From an optimization exercise on the open Yosys and OpenROAD flow, aimed at small area and a short achievable clock period; shortcuts taken in it are not production practice.
In this exercise RTL edits were held to simulation tests only and were not proved equivalent to the original.
The clock input has no modelled driver; a real chip could not lean on it and would need a root buffer or a full tree.
Power and IR drop assume default switching activity.

Design FIFO, start of the top module:
module FIFO(
    input  wire clk,
    input  wire rstn,
    input  wire wr_en,
    input  wire rd_en,
    input  wire [7:0] data_in,
    output wire full,
    output wire empty,
    output wire [7:0] data_out
 );
    reg [7:0] mem [1:31];
    reg [4:0] tp;        
    reg [4:0] hp;        
    reg       ne_r;      
    reg       full_r;
    reg       one_r;     
    reg       le1_r;     
    reg [3:0] rlo_r;     
    reg [7:0] rhi_r;     
    reg [7:0] out_r;     
    wire empty_r = ~ne_r;
    wire w    = wr_en & ~full_r;
    wire r    = rd_en & ne_r;
    wire [4:0] tp1 = {tp[3:0], tp[4] ^ tp[2]};
    wire [4:0] hp1 = {hp[3:0], hp[4] ^ hp[2]};
    wire two  = (tp == hp1);                      
    wire n31  = (tp1 == hp);                      
    wire       one = one_r;
    wire       hp_inc, le1_nx, one_nx;
    fifo_ctl u_ctl (.wr(wr_en), .rd(rd_en), .e(empty_r), .f(full_r), .one(one),
                    .le1(le1_r), .le1_rd(one | two), .two(two),
                    .hp_inc(hp_inc), .le1_nx(le1_nx), .one_nx(one_nx));
    wire [4:0] hp_nx  = hp_inc ? hp1 : hp;
    wire [3:0] rlo_nx = {4{~le1_nx}} & (hp_inc ? (4'd1 << hp1[1:0]) : (4'd1 << hp[1:0]));
    wire [7:0] rhi_nx = hp_inc ? (8'd1 << hp1[4:2]) : (8'd1 << hp[4:2]);
    wire [31:0] wsel, rsel;
    wire [3:0] wlo_pre = {4{~full_r}} & (4'd1 << tp[1:0]);
    wire [7:0] whi_n   = ~(8'd1 << tp[4:2]);
    wire [3:0] wlo_n;
    genvar k;
    generate for (k = 0; k < 4; k = k + 1) begin : wl
        fifo_nand2 u (.a(wr_en), .b(wlo_pre[k]), .y(wlo_n[k]));
    end
    for (k = 1; k < 32; k = k + 1) begin : ws
        fifo_nor2 u (.a(wlo_n[k % 4]), .b(whi_n[k / 4]), .y(wsel[k]));
    end endgenerate
    assign wsel[0] = 1'b0;
    fifo_and8x4 u_rdec (.lo(rlo_r), .hi(rhi_r), .y(rsel));
    wire [7:0] nhead;
    genvar b;
    generate for (b = 0; b < 8; b = b + 1) begin : bit_
  ...
==> module FIFO, before the edit <==
module FIFO(
    input  wire clk,
    input  wire rstn,
    input  wire wr_en,
    input  wire rd_en,
    input  wire [7:0] data_in,
    output wire full,
    output wire empty,
    output wire [7:0] data_out
 );
    reg [7:0] mem [1:31];
    reg [4:0] tp;        
    reg [4:0] hp;        
    reg       ne_r;      
    reg       full_r;
    reg       one_r;     
    reg       le1_r;     
    reg [3:0] rlo_r;     
    reg [7:0] rhi_r;     
    reg [7:0] out_r;     
    wire empty_r = ~ne_r;
    wire w    = wr_en & ~full_r;
    wire r    = rd_en & ne_r;
    wire [4:0] tp1 = {tp[3:0], tp[4] ^ tp[2]};
    wire [4:0] hp1 = {hp[3:0], hp[4] ^ hp[2]};
    wire two  = (tp == hp1);                      
    wire n31  = (tp1 == hp);                      
    wire       one = one_r;
    wire       hp_inc, le1_nx, one_nx;
    fifo_ctl u_ctl (.wr(wr_en), .rd(rd_en), .e(empty_r), .f(full_r), .one(one),
                    .le1(le1_r), .le1_rd(one | two), .two(two),
                    .hp_inc(hp_inc), .le1_nx(le1_nx), .one_nx(one_nx));
    wire [4:0] hp_nx  = hp_inc ? hp1 : hp;
    wire [3:0] rlo_nx = {4{~le1_nx}} & (hp_inc ? (4'd1 << hp1[1:0]) : (4'd1 << hp[1:0]));
    wire [7:0] rhi_nx = hp_inc ? (8'd1 << hp1[4:2]) : (8'd1 << hp[4:2]);
    wire [31:0] wsel, rsel;
    wire [3:0] wlo_pre = {4{~full_r}} & (4'd1 << tp[1:0]);
    wire [7:0] whi_n   = ~(8'd1 << tp[4:2]);
    wire [3:0] wlo_n;
    genvar k;
    generate for (k = 0; k < 4; k = k + 1) begin : wl
        fifo_nand2 u (.a(wr_en), .b(wlo_pre[k]), .y(wlo_n[k]));
    end
    for (k = 1; k < 32; k = k + 1) begin : ws
        fifo_nor2 u (.a(wlo_n[k % 4]), .b(whi_n[k / 4]), .y(wsel[k]));
    end endgenerate
    assign wsel[0] = 1'b0;
    fifo_and8x4 u_rdec (.lo(rlo_r), .hi(rhi_r), .y(rsel));
    wire [7:0] nhead;
    genvar b;
    generate for (b = 0; b < 8; b = b + 1) begin : bit_
        wire [30:0] d;
        for (k = 1; k < 32; k = k + 1) begin : sl
            assign d[k-1] = mem[k][b];
        end
        fifo_ao31 u_ao (.d(d), .s(rsel[31:1]), .din(data_in[b]), .sdin(le1_r), .y(nhead[b]));
    end endgenerate
    always @(posedge clk or negedge rstn) begin
        if (!rstn) begin
            tp     <= 5'd1;
            hp     <= 5'd1;
            ne_r   <= 1'b0;
            full_r <= 1'b0;
            le1_r  <= 1'b1;
            one_r  <= 1'b0;
            rlo_r  <= 4'd0;
        end else begin
            if (w) tp <= tp1;
            hp    <= hp_nx;
            le1_r <= le1_nx;
            one_r <= one_nx;
            rlo_r <= rlo_nx;
            if (w & ~r) begin
                ne_r   <= 1'b1;
                full_r <= n31;
            end else if (r & ~w) begin
                ne_r   <= ~one;
                full_r <= 1'b0;
            end
        end
    end
    always @(posedge clk) begin
        rhi_r <= rhi_nx;
        if (empty_r ? wr_en : rd_en) out_r <= nhead;
    end
    integer i;
    always @(posedge clk) begin
        for (i = 1; i < 32; i = i + 1)
            if (wsel[i]) mem[i] <= data_in;
    end
    assign data_out = out_r;
    assign empty    = empty_r;
    assign full     = full_r;
endmodule
==> module fifo_ao31, before the edit <==
module fifo_ao31(
    input  wire [30:0] d,
    input  wire [30:0] s,
    input  wire        din,
    input  wire        sdin,
    output wire        y
);
    wire [3:0] l2;
    wire [1:0] l3;
    wire       dn;
    fifo_ao8 u0 (.d(d[7:0]),   .s(s[7:0]),   .y(l2[0]));
    fifo_ao8 u1 (.d(d[15:8]),  .s(s[15:8]),  .y(l2[1]));
    fifo_ao8 u2 (.d(d[23:16]), .s(s[23:16]), .y(l2[2]));
    fifo_ao8 u3 (.d({1'b0, d[30:24]}), .s({1'b0, s[30:24]}), .y(l2[3]));
    fifo_nor2 o0 (.a(l2[0]), .b(l2[1]), .y(l3[0]));
    fifo_nor2 o1 (.a(l2[2]), .b(l2[3]), .y(l3[1]));
    fifo_nand2 n0 (.a(din), .b(sdin), .y(dn));
    fifo_nand3 n1 (.a(l3[0]), .b(l3[1]), .c(dn), .y(y));
endmodule
==> module fifo_nand3, before the edit <==
module fifo_nand3(input wire a, b, c, output wire y);
    assign y = ~(a & b & c);
endmodule
clock: 5.0 ns
lec_check: 0
cap_margin: 20
core_margin: 2
core_utilization: 40
setup_slack_margin: 3.17
slew_margin: 20
synth_hierarchical: 1
standard.sh (not shown) runs the stock make flow with config.mk's settings and CLKGATE_MAP_FILE= SYNTH_SCRIPT=/design/flow/synth_recipe.tcl, a recipe that flattens the netlist after the stock synthesis.
==> flow/flow/run.sh <==
#!/bin/bash
# The standard layout, with the clock tree built by flow/cts_pre.tcl in
# place of TritonCTS. make's output goes to standard.log; each ORFS step
# keeps its own log under orfs/logs.
set -euo pipefail
export PRE_CTS_TCL="$PWD/flow/cts_pre.tcl"
bash standard.sh PRE_CTS_TCL="$PRE_CTS_TCL" finish > standard.log 2>&1
Other scripts of this flow, unchanged in this note and not shown: flow/flow/clock_tree.tcl, flow/flow/cts_pre.tcl
The starting point ran to the end with no violations.
Change:
--- a/flow/design.v
+++ b/flow/design.v
@@ -44,18 +44,20 @@
     for (k = 1; k < 32; k = k + 1) begin : ws
         fifo_nor2 u (.a(wlo_n[k % 4]), .b(whi_n[k / 4]), .y(wsel[k]));
     end endgenerate
     assign wsel[0] = 1'b0;
     fifo_and8x4 u_rdec (.lo(rlo_r), .hi(rhi_r), .y(rsel));
-    wire [7:0] nhead;
+    wire [7:0] nhead;    
+    wire       out_en = empty_r ? wr_en : rd_en;
     genvar b;
     generate for (b = 0; b < 8; b = b + 1) begin : bit_
         wire [30:0] d;
         for (k = 1; k < 32; k = k + 1) begin : sl
             assign d[k-1] = mem[k][b];
         end
-        fifo_ao31 u_ao (.d(d), .s(rsel[31:1]), .din(data_in[b]), .sdin(le1_r), .y(nhead[b]));
+        fifo_ao31 u_ao (.d(d), .s(rsel[31:1]), .din(data_in[b]), .sdin(le1_r),
+                        .en(out_en), .q(out_r[b]), .y(nhead[b]));
     end endgenerate
     always @(posedge clk or negedge rstn) begin
         if (!rstn) begin
             tp     <= 5'd1;
             hp     <= 5'd1;
@@ -79,11 +81,11 @@
             end
         end
     end
     always @(posedge clk) begin
         rhi_r <= rhi_nx;
-        if (empty_r ? wr_en : rd_en) out_r <= nhead;
+        out_r <= nhead;
     end
     integer i;
     always @(posedge clk) begin
         for (i = 1; i < 32; i = i + 1)
             if (wsel[i]) mem[i] <= data_in;
@@ -124,10 +126,12 @@
 module fifo_ao31(
     input  wire [30:0] d,
     input  wire [30:0] s,
     input  wire        din,
     input  wire        sdin,
+    input  wire        en,
+    input  wire        q,
     output wire        y
 );
     wire [3:0] l2;
     wire [1:0] l3;
     wire       dn;
@@ -136,14 +140,14 @@
     fifo_ao8 u2 (.d(d[23:16]), .s(s[23:16]), .y(l2[2]));
     fifo_ao8 u3 (.d({1'b0, d[30:24]}), .s({1'b0, s[30:24]}), .y(l2[3]));
     fifo_nor2 o0 (.a(l2[0]), .b(l2[1]), .y(l3[0]));
     fifo_nor2 o1 (.a(l2[2]), .b(l2[3]), .y(l3[1]));
     fifo_nand2 n0 (.a(din), .b(sdin), .y(dn));
-    fifo_nand3 n1 (.a(l3[0]), .b(l3[1]), .c(dn), .y(y));
+    fifo_hold h (.a(l3[0]), .b(l3[1]), .c(dn), .en(en), .q(q), .y(y));
 endmodule
-module fifo_nand3(input wire a, b, c, output wire y);
-    assign y = ~(a & b & c);
+module fifo_hold(input wire a, b, c, en, q, output wire y);
+    assign y = en ? ~(a & b & c) : q;
 endmodule
 module fifo_ao8(
     input  wire [7:0] d,
     input  wire [7:0] s,
     output wire       y
What happened: Global-route usage shrinks by 0.15 points. Via count grows by a few percent. Wire length shrinks slightly. Flip-flop and latch count is unchanged. Power grows slightly. Maximum frequency barely changes. Synthesized cell count grows by a few percent. Sequential share of layout area shrinks by 0.46 points. Design area barely changes. Die area grows slightly.
No run of this note takes its clock network from TritonCTS; it comes from the design's own scripts or RTL.

## what the ideal ports hide
How much do the figures lean on ideal ports? The routed layouts below were timed once more, with nothing changed but the port constraints. Step 1 assumes that a clkbuf_16 drives the clock port and a buf_2 every other input. Step 2 adds t to the input delays and takes it off the output delays; t is the mean of the earliest and latest rising clock arrival at the registers after step 1. Input paths then give back, and output paths get back, about the clock's delay inside the block. Slacks: ideal / step 1 / step 2; pairs: ideal / step 1.
run	t, ns	setup slack, ns	clock arrival spread, ns	cell pins on the clock port's net
the first run	0.401	3.100 / 2.997 / 2.819	0.017 / 0.017	4
the second run	0.402	3.099 / 2.996 / 2.828	0.017 / 0.017	4
After both steps every run listed still meets setup and hold. The setup slack of the first run, which loses most, moves by -0.103 ns with the drivers and by -0.281 ns with both steps.
